Context: an optimization exercise on an open-source flow, tuned for small area. The choices shown serve that exercise and are no tape-out recipe.
Where RTL was checked, it was by simulation tests only, not by an equivalence proof against the original.
Power is estimated from default activity; no workload was simulated.

==> run M <==
// xc3s_uart
module xc3s_uart(
    input  wire CLK_50M,  
    input  wire ARST,  
    input wire UART_RX,  
    output wire UART_TX,  
    input wire UART_RX_A,  
    output wire UART_TX_A,  
    input wire [2:0] BTN,
    input wire [7:0] SWT,
    output wire [7:0] LED,
    output wire [3:0] SSG_AN_n,  
    output wire [6:0] SSG_n,  
    output wire SSG_DP_n  
    );
Settings: LEC_CHECK=0, CAP_MARGIN=20, CORE_MARGIN=2, CORE_UTILIZATION=40, SLEW_MARGIN=20; clock period 20.0 ns.
standard.sh (not shown) runs the stock make flow with config.mk's settings and CLKGATE_MAP_FILE= SYNTH_SCRIPT=/design/flow/synth_recipe.tcl, a recipe that flattens the netlist after the stock synthesis.
==> flow/flow/run.sh <==
#!/bin/bash
# The standard layout (standard.sh), with three changes to how it is made:
# - synthesis leaves adders to ABC (no half/full adder cell extraction) and
#   maps the logic with an area-oriented ABC script (flow/abc.script: &deepsyn,
#   then delay-relaxed &nf), in place of ORFS's abc_speed.script;
# - port buffers are buf_1 cells;
# - the clock tree uses clkbuf_8 cells in clusters of up to 16 sinks, without
#   dummy loads.
set -euo pipefail
rm -rf scripts_abc
cp -r "$FLOW_HOME/scripts" scripts_abc
cp flow/abc.script scripts_abc/abc_speed.script
export BUFFER_PORTS_ARGS="-buffer_cell sky130_fd_sc_hd__buf_1"
export CTS_ARGS="-sink_clustering_enable -repair_clock_nets -dont_use_dummy_load -buf_list sky130_fd_sc_hd__clkbuf_8 -sink_clustering_size 16 -sink_clustering_max_diameter 100"
ADDER_MAP_FILE= SCRIPTS_DIR="$PWD/scripts_abc" bash standard.sh synth > synth.log 2>&1
bash standard.sh > layout.log 2>&1
==> flow/flow/abc.script <==
&get -n
&st
&deepsyn -T 30
&dch -f
&nf -R 1000 -p -F 8 -A 4
&put
topo
stime -c
dnsize -c
==> run C (differences from run M) <==
--- a/flow/design.v
+++ b/flow/design.v
@@ -408,13 +408,13 @@
 assign LED[3:1] = uart2_rx_d[3:1];
 assign LED[4] = uart2_rx_d[4] | BTN[0];
 assign LED[5] = uart2_rx_d[5] | BTN[1];
 assign LED[6] = uart2_rx_d[6] | BTN[2];
 assign LED[7] = uart2_rx_d[7] | ARST;
 reg [2:0] u_rx_count;  
-reg u_rxd_cmd_0;  
+reg [3:0] u_rxd_cmd;  
 reg [15:0] u_rxd_param;
 reg [15:0] u_txd;  
 reg [2:0] u_tx_count;  
 reg u_rx_end;
 reg u_tx_enable;
 wire u_hex = io_rx_d[4];
@@ -427,13 +427,13 @@
     u_rx_end <= 0;
     if ( io_rx_dv ) begin
         ssg_dp <= {u_hex, ssg_dp[3:1]};
         if ( u_hex ) begin
             ssg_on <= {1'b0, ssg_on[3:1]};
             if ( 3'd0 == u_rx_count ) begin
-                u_rxd_cmd_0 <= ( 4'h0 == u_nib );
+                u_rxd_cmd <= u_nib;
             end
             if ( 3'd2 == u_rx_count ) begin
                 u_rxd_param[15:12] <= u_nib;
             end
             if ( 3'd3 == u_rx_count ) begin
                 u_rxd_param[11:8] <= u_nib;
@@ -452,13 +452,13 @@
         ssg_digit[0] <= ssg_digit[1];
         ssg_digit[1] <= ssg_digit[2];
         ssg_digit[2] <= ssg_digit[3];
         ssg_digit[3] <= u_nib;
     end
     if ( u_rx_end ) begin
-        if ( u_rxd_cmd_0 ) begin
+        if ( 4'h0 == u_rxd_cmd ) begin
             if ( 3'd1 == u_rx_count ) begin
                 if ( !u_tx_send ) begin
                     u_txd <= {SWT, uart1_rx_d};
                 end
                 u_tx_enable <= 1;
             end
@@ -470,13 +470,13 @@
                 u_tx_enable <= 1;
             end
         end
         u_rx_count <= 0;
         u_tx_count <= 0;
     end
-    if ( io_tx_dv && !( u_rx_end && u_rxd_cmd_0 &&
+    if ( io_tx_dv && !( u_rx_end && ( 4'h0 == u_rxd_cmd ) &&
             (( 3'd1 == u_rx_count ) || ( 3'd5 == u_rx_count )))) begin
         u_txd <= {u_txd[11:0], 4'h0};
     end
     io_tx_dv <= 0;
     if ( u_tx_send ) begin
         io_tx_dv <= 1;
==> flow/flow/run.sh (replaced) <==
#!/bin/bash
# The standard layout (standard.sh), with three changes to how it is made:
# - synthesis maps the logic with an area-oriented ABC script (flow/abc.script:
#   &deepsyn, then delay-relaxed &nf), in place of ORFS's abc_speed.script;
# - port buffers are buf_1 cells;
# - the clock tree uses clkbuf_8 cells in clusters of up to 16 sinks, without
#   dummy loads.
set -euo pipefail
rm -rf scripts_abc
cp -r "$FLOW_HOME/scripts" scripts_abc
cp flow/abc.script scripts_abc/abc_speed.script
export BUFFER_PORTS_ARGS="-buffer_cell sky130_fd_sc_hd__buf_1"
export CTS_ARGS="-sink_clustering_enable -repair_clock_nets -dont_use_dummy_load -buf_list sky130_fd_sc_hd__clkbuf_8 -sink_clustering_size 16 -sink_clustering_max_diameter 100"
SCRIPTS_DIR="$PWD/scripts_abc" bash standard.sh synth > synth.log 2>&1
bash standard.sh > layout.log 2>&1
==> summary of the runs <==
Clock power is about the same in run C and run M.
Cell area: run M is lower than run C (6.1%).
Critical path depth is the same in run C and run M.
Clock-buffer cell count is the same in run M and run C.
In run C the combinational power is larger than in run M, by about 50%.
Between run C and run M, the lower flip-flop and latch count is in run M (gap 3).
In run M the worst setup slack is better than in run C, by 0.0045 ns.
Of run M and run C, run C has the higher register-to-register slack (gap 1.0 ns).
In maximum frequency, run M and run C hardly differ.
Between run M and run C, the lower first-iteration DRC count is in run M (gap about 13%, measured against run C).
Only the layout flow was run in run C; the RTL was not checked for function there.

## port drivers added, routing unchanged
The results above use ideal ports. As a check the final layouts listed here were re-extracted and re-timed, cells and wires unchanged.
Step 1 assumes that a clkbuf_16 drives the clock port and a buf_2 every other input.
Step 2 also shifts input and output timing later by t, the mid clock arrival at the registers, as if the neighbouring blocks saw the same clock.
a / b / c = ideal ports / drivers / drivers and shift; a / b = the first two.
run	t, ns	setup slack, ns	worst setup path after step 2	latest minus earliest clock arrival (ns)
run M	0.537	11.572 / 11.551 / 11.551	input to output	0.059 / 0.059
run C	0.547	11.567 / 11.547 / 11.547	input to output	0.016 / 0.016
After both steps every run listed still meets setup and hold. For run M, which loses most, drivers alone change the setup slack by -0.021 ns; drivers and shift together by -0.021 ns.
